Source: an optimization exercise on an open RTL-to-GDS flow (aim: small area and a short achievable clock period). Production flows keep margins and buffers that such runs may drop. In this exercise RTL edits were held to simulation tests only and were not proved equivalent to the original.

Setup of rev 12:
==> flow/design.v <==
module assignment6 (
	output reg [15:0] result1,
	output reg [15:0] result2,
	input wire [7:0] character,
	input wire enable_character,
	input wire clk,
	input wire rst
);
	reg direction;           
	reg [9:0] q;
	reg [3:0] r1, r0;
	reg [3:0] d1, d0;
	function [3:0] nines(input [3:0] x);
		nines = {~(x[3] | x[2] | x[1]), x[2] ^ x[1], x[1], ~x[0]};
	endfunction
	function [3:0] tab10(input [3:0] x, input [39:0] t);
		integer i;
		begin
			tab10 = 4'd0;
			for (i = 0; i < 10; i = i + 1)
				tab10 = tab10 | ({4{x == i}} & t[4 * i +: 4]);
		end
	endfunction
	function [3:0] bcdsub(input [3:0] x, input [3:0] y);
		reg [4:0] t;
		begin
			t = {1'b0, x} - {1'b0, y};
			bcdsub = t[4] ? t[3:0] + 4'd10 : t[3:0];
		end
	endfunction
	function [4:0] bcdadd(input [3:0] x, input [3:0] y, input ci);
		reg [4:0] t;
		begin
			t = {1'b0, x} + {1'b0, y} + {4'd0, ci};
			bcdadd = t > 5'd9 ? {1'b1, t[3:0] + 4'd6} : t;
		end
	endfunction
	function [10:0] skadd10(input [9:0] a, input [9:0] b, input ci);
		reg [9:0] g, p, gg, pp;
		reg [10:0] c;
		integer i, l, j;
		begin
			g = a & b;
			p = a ^ b;
			gg = g;
			pp = p;
			for (l = 0; l < 4; l = l + 1)
				for (i = 0; i < 10; i = i + 1)
					if ((i >> l) & 1) begin
						j = ((i >> (l + 1)) << (l + 1)) + (1 << l) - 1;
						gg[i] = gg[i] | (pp[i] & gg[j]);
						pp[i] = pp[i] & pp[j];
					end
			c[0] = ci;
			for (i = 1; i <= 10; i = i + 1)
				c[i] = gg[i - 1] | (pp[i - 1] & ci);
			skadd10 = {c[10], p ^ c[9:0]};
		end
	endfunction
	wire is_digit = character[7:4] == 4'h3 && (!character[3] || character[2:1] == 2'b00);
	wire is_lr = character == "L" || character == "R";
	wire is_nl = character == 8'h0a;
	wire [3:0] dg = character[3:0];
	wire [3:0] rlo = r0;
	wire [7:0] r = {r1, r0};
	wire [10:0] gt;     
	wire [9:1] tie;     
	assign gt[0] = 1'b1;
	assign gt[1] = q > 10'd65  || (q == 10'd65  && r > 8'h53);
	assign gt[2] = q > 10'd131 || (q == 10'd131 && r > 8'h07);
	assign gt[3] = q > 10'd196 || (q == 10'd196 && r > 8'h60);
	assign gt[4] = q > 10'd262 || (q == 10'd262 && r > 8'h14);
	assign gt[5] = q > 10'd327 || (q == 10'd327 && r >= 8'h68);    
	assign gt[6] = q > 10'd393 || (q == 10'd393 && r > 8'h21);
	assign gt[7] = q > 10'd458 || (q == 10'd458 && r > 8'h75);
	assign gt[8] = q > 10'd524 || (q == 10'd524 && r > 8'h28);
	assign gt[9] = q > 10'd589 || (q == 10'd589 && r > 8'h82);
	assign gt[10] = 1'b0;
	assign tie[1] = q == 10'd65  && r == 8'h53;
	assign tie[2] = q == 10'd131 && r == 8'h07;
	assign tie[3] = q == 10'd196 && r == 8'h60;
	assign tie[4] = q == 10'd262 && r == 8'h14;
	assign tie[5] = 1'b0;
	assign tie[6] = q == 10'd393 && r == 8'h21;
	assign tie[7] = q == 10'd458 && r == 8'h75;
	assign tie[8] = q == 10'd524 && r == 8'h28;
	assign tie[9] = q == 10'd589 && r == 8'h82;
	wire [3:0] dj =
		({4{tie[1]}} & 4'd6) | ({4{tie[2]}} & 4'd2) | ({4{tie[3]}} & 4'd8) |
		({4{tie[4]}} & 4'd4) | ({4{tie[6]}} & 4'd6) | ({4{tie[7]}} & 4'd2) |
		({4{tie[8]}} & 4'd8) | ({4{tie[9]}} & 4'd4);
	wire e = (|tie) && dg >= dj;
	wire [3:0] nr0_j = dg - dj;
	wire [9:0] sel;
	genvar gi;
	generate
		for (gi = 0; gi <= 9; gi = gi + 1) begin : g_sel
			assign sel[gi] = gt[gi] && !gt[gi + 1];
		end
	endgenerate
	wire [9:0] nak =
		({10{sel[0]}} & ~10'd0)   | ({10{sel[1]}} & ~10'd655) | ({10{sel[2]}} & ~10'd286) |
		({10{sel[3]}} & ~10'd942) | ({10{sel[4]}} & ~10'd573) | ({10{sel[5]}} & ~10'd204) |
		({10{sel[6]}} & ~10'd860) | ({10{sel[7]}} & ~10'd491) | ({10{sel[8]}} & ~10'd122) |
		({10{sel[9]}} & ~10'd778);
	wire [3:0] bk1 =
		({4{sel[1]}} & 4'd3) | ({4{sel[2]}} & 4'd7) | ({4{sel[4]}} & 4'd4) |
		({4{sel[5]}} & 4'd8) | ({4{sel[6]}} & 4'd1) | ({4{sel[7]}} & 4'd5) |
		({4{sel[8]}} & 4'd8) | ({4{sel[9]}} & 4'd2);
	wire [3:0] bk0 =
		({4{sel[1]}} & 4'd6) | ({4{sel[2]}} & 4'd2) | ({4{sel[3]}} & 4'd8) |
		({4{sel[4]}} & 4'd4) | ({4{sel[6]}} & 4'd6) | ({4{sel[7]}} & 4'd2) |
		({4{sel[8]}} & 4'd8) | ({4{sel[9]}} & 4'd4);
	wire [9:0] y0m1 = {q[6:0], 3'b000} + {q[8:0], 1'b0} + {6'd0, r1} + nak;
	wire [9:0] y0 = y0m1 + 10'd1;
	wire b0k = ((sel[2] || sel[7]) && dg < 4'd2) || ((sel[4] || sel[9]) && dg < 4'd4) ||
		((sel[1] || sel[6]) && dg < 4'd6) || ((sel[3] || sel[8]) && dg < 4'd8);
	wire borrow_k = rlo < bk1 || (rlo == bk1 && b0k);
	wire [9:0] nq_k = borrow_k ? y0m1 : y0;
	wire [3:0] nr0_k = bcdsub(dg, bk0);
	wire [3:0] nr1_k = b0k ? bcdsub(rlo, bk1 + 4'd1) : bcdsub(rlo, bk1);
	wire [9:0] n_q = e ? 10'd0 : nq_k;
	wire [3:0] n_r1 = e ? 4'd0 : nr1_k;
	wire [3:0] n_r0 = e ? nr0_j : nr0_k;
	wire r_gt68 = r > 8'h68;
	wire r_gt36 = r > 8'h36;
	wire ge = gt[5];                                   
	wire flip = q > 10'd327 || (q == 10'd327 && r_gt68);    
	wire nz = q != 10'd0 || r != 8'h00;
	wire neg = direction ? ge : (nz && !flip);
	wire [3:0] f0 = tab10(r0, {4'd7, 4'd8, 4'd9, 4'd0, 4'd1, 4'd2, 4'd3, 4'd4, 4'd5, 4'd6});
	wire r0_gt6 = r0 > 4'd6;
	wire [3:0] f1 = r0_gt6 ? tab10(r1, {4'd3, 4'd4, 4'd5, 4'd6, 4'd7, 4'd8, 4'd9, 4'd0, 4'd1, 4'd2})
	                       : tab10(r1, {4'd4, 4'd5, 4'd6, 4'd7, 4'd8, 4'd9, 4'd0, 4'd1, 4'd2, 4'd3});
	wire [3:0] rm1 = flip ? f1 : r1;
	wire [3:0] rm0 = flip ? f0 : r0;
	wire d_nz = d0 != 4'd0 || d1 != 4'd0;
	wire d0_nz = d0 != 4'd0;
	wire [3:0] md0 = d0_nz ? 4'd10 - d0 : 4'd0;
	wire [3:0] md1 = d0_nz ? nines(d1) : (d1 != 4'd0 ? 4'd10 - d1 : 4'd0);
	wire [3:0] v1 = neg ? d1 : md1;
	wire [3:0] v0 = neg ? d0 : md0;
	wire rm_ge_v = rm1 > v1 || (rm1 == v1 && rm0 >= v0);
	wire nd_zero = rm1 == v1 && rm0 == v0;
	wire hit = d_nz && rm_ge_v;
	wire [3:0] o1 = neg ? nines(rm1) : rm1;
	wire [3:0] o0 = neg ? nines(rm0) : rm0;
	wire [4:0] u0 = bcdadd(d0, o0, neg);
	wire [4:0] u1 = bcdadd(d1, o1, u0[4]);
	wire turn = enable_character && is_nl;
	wire [9:0] xa = result2[9:0];
	wire [9:0] xb = q ^ {10{flip}};
	wire [9:0] xc = {10{flip}} & 10'd655;
	wire [9:0] cs_s = xa ^ xb ^ xc;
	wire [10:0] cs_c = {(xa & xb) | (xa & xc) | (xb & xc), flip && !r_gt36};
	wire [10:0] lo = skadd10(cs_s, cs_c[9:0], hit);
	wire up = lo[10] ^ cs_c[10] ^ flip;
	wire [5:0] hi_ones = {&result2[14:10], &result2[13:10], &result2[12:10], &result2[11:10], result2[10], 1'b1};
	wire [15:0] res2_next = {result2[15:10] ^ ({6{up}} & hi_ones), lo[9:0]};
	wire [15:0] res1_next = result1 + 16'd1;
	wire ld_a = rst || (enable_character && !is_lr);
	wire clr_a = rst || !is_digit;
	wire ld_t = rst || turn;
	wire ld_1 = rst || (turn && nd_zero);
	always @(posedge clk) begin
		if (enable_character && is_lr)
			direction <= character[4];    
		if (ld_a) begin
			q <= clr_a ? 10'd0 : n_q;
			r1 <= clr_a ? 4'd0 : n_r1;
			r0 <= clr_a ? 4'd0 : n_r0;
		end
		if (ld_t) begin
			d1 <= rst ? 4'd5 : u1[3:0];
			d0 <= rst ? 4'd0 : u0[3:0];
			result2 <= rst ? 16'd0 : res2_next;
		end
		if (ld_1)
			result1 <= rst ? 16'd0 : res1_next;
	end
endmodule
module aoc_dial_top (
	output wire [15:0] result_part1,
	output wire [15:0] result_part2,
	input wire [7:0] character,
	input wire enable_character,
	input wire clk,
	input wire rst
);
	assignment6 m_dial (result_part1, result_part2, character, enable_character, clk, rst);
endmodule
clock: 19.0 ns
lec_check: 0
abc_area: 1
cap_margin: 20
core_margin: 2
core_utilization: 40
slew_margin: 20
standard.sh (not shown) runs the stock make flow with config.mk's settings and CLKGATE_MAP_FILE= SYNTH_SCRIPT=/design/flow/synth_recipe.tcl, a recipe that flattens the netlist after the stock synthesis.
==> flow/flow/run.sh <==
#!/bin/bash
# Standard layout, with plain buffers on the ports instead of the delay
# buffers buffer_ports picks by default, and a clock tree of small buffers
# without dummy loads.
set -e
export BUFFER_PORTS_ARGS="-buffer_cell sky130_fd_sc_hd__buf_2"
export CTS_ARGS="-sink_clustering_enable -repair_clock_nets -buf_list sky130_fd_sc_hd__clkbuf_8 -dont_use_dummy_load"
export SETUP_SLACK_MARGIN=13.1
bash standard.sh > standard.log 2>&1
Inputs modified between rev 12 and rev 13:
-- flow/design.v --
<<< rev 12, line 114
	wire [9:0] y0m1 = {q[6:0], 3'b000} + {q[8:0], 1'b0} + {6'd0, r1} + nak;
	wire [9:0] y0 = y0m1 + 10'd1;
	wire b0k = ((sel[2] || sel[7]) && dg < 4'd2) || ((sel[4] || sel[9]) && dg < 4'd4) ||
		((sel[1] || sel[6]) && dg < 4'd6) || ((sel[3] || sel[8]) && dg < 4'd8);
	wire borrow_k = rlo < bk1 || (rlo == bk1 && b0k);
	wire [9:0] nq_k = borrow_k ? y0m1 : y0;
>>> rev 13, line 114
	wire [9:0] y0m1 = {q[6:0], 3'b000} + {q[8:0], 1'b0} + {6'd0, r1} + nak;
	wire [9:0] y0 = y0m1 + 10'd1;
	wire b0k = dg < bk0;
	wire borrow_k = rlo < bk1 || (rlo == bk1 && b0k);
	wire [9:0] nq_k = borrow_k ? y0m1 : y0;
<<< rev 12, line 156
	wire [10:0] lo = skadd10(cs_s, cs_c[9:0], hit);
	wire up = lo[10] ^ cs_c[10] ^ flip;
	wire [5:0] hi_ones = {&result2[14:10], &result2[13:10], &result2[12:10], &result2[11:10], result2[10], 1'b1};
	wire [15:0] res2_next = {result2[15:10] ^ ({6{up}} & hi_ones), lo[9:0]};
	wire [15:0] res1_next = result1 + 16'd1;
	wire ld_a = rst || (enable_character && !is_lr);
>>> rev 13, line 155
	wire [10:0] lo = skadd10(cs_s, cs_c[9:0], hit);
	wire up = lo[10] ^ cs_c[10] ^ flip;
	wire [5:0] hi_inc = result2[15:10] + 6'd1;
	wire [15:0] res2_next = {up ? hi_inc : result2[15:10], lo[9:0]};
	wire [15:0] res1_next = result1 + 16'd1;
	wire ld_a = rst || (enable_character && !is_lr);
- Diff rev 12 -> rev 13: fraction of area in registers rose 0.67 points, final cell count fell 6.8%, worst hold slack after final layout rose 4.2 ps.
- Summary of rev 13 over rev 12: wire length of the first global-routing pass decreased about 6%; net count after synthesis decreased 93.
- When rev 13 is measured against rev 12, its synthesized cell count turns out 93 lower.
- Proportion of synthesized flip-flops having asynchronous set or reset came out exactly the same in rev 12 and rev 13.

## re-timing with driven ports
The flow's constraints put no driver on any port. The routed layouts listed below were extracted and timed again, unchanged, in two steps.
Step 1 assumes that a clkbuf_16 drives the clock port and a buf_2 every other input.
Step 2 times the ports against the registers' clock, not the clock port: input delays grow and output delays shrink by t, the midpoint of the rising clock arrivals with the driver on.
Slacks: ideal ports / drivers / drivers and shift; pairs: ideal ports / drivers.
run	t (ns)	slack for setup (ns)	slew at the worst register clock pin (ns)
rev 12	0.368	13.300 / 13.316 / 12.947	0.07 / 0.07
rev 13	0.386	13.251 / 13.256 / 12.870	0.08 / 0.08
After both steps every run listed still meets setup and hold. The setup slack of rev 13, which loses most, moves by +0.005 ns with the drivers and by -0.381 ns with both steps.
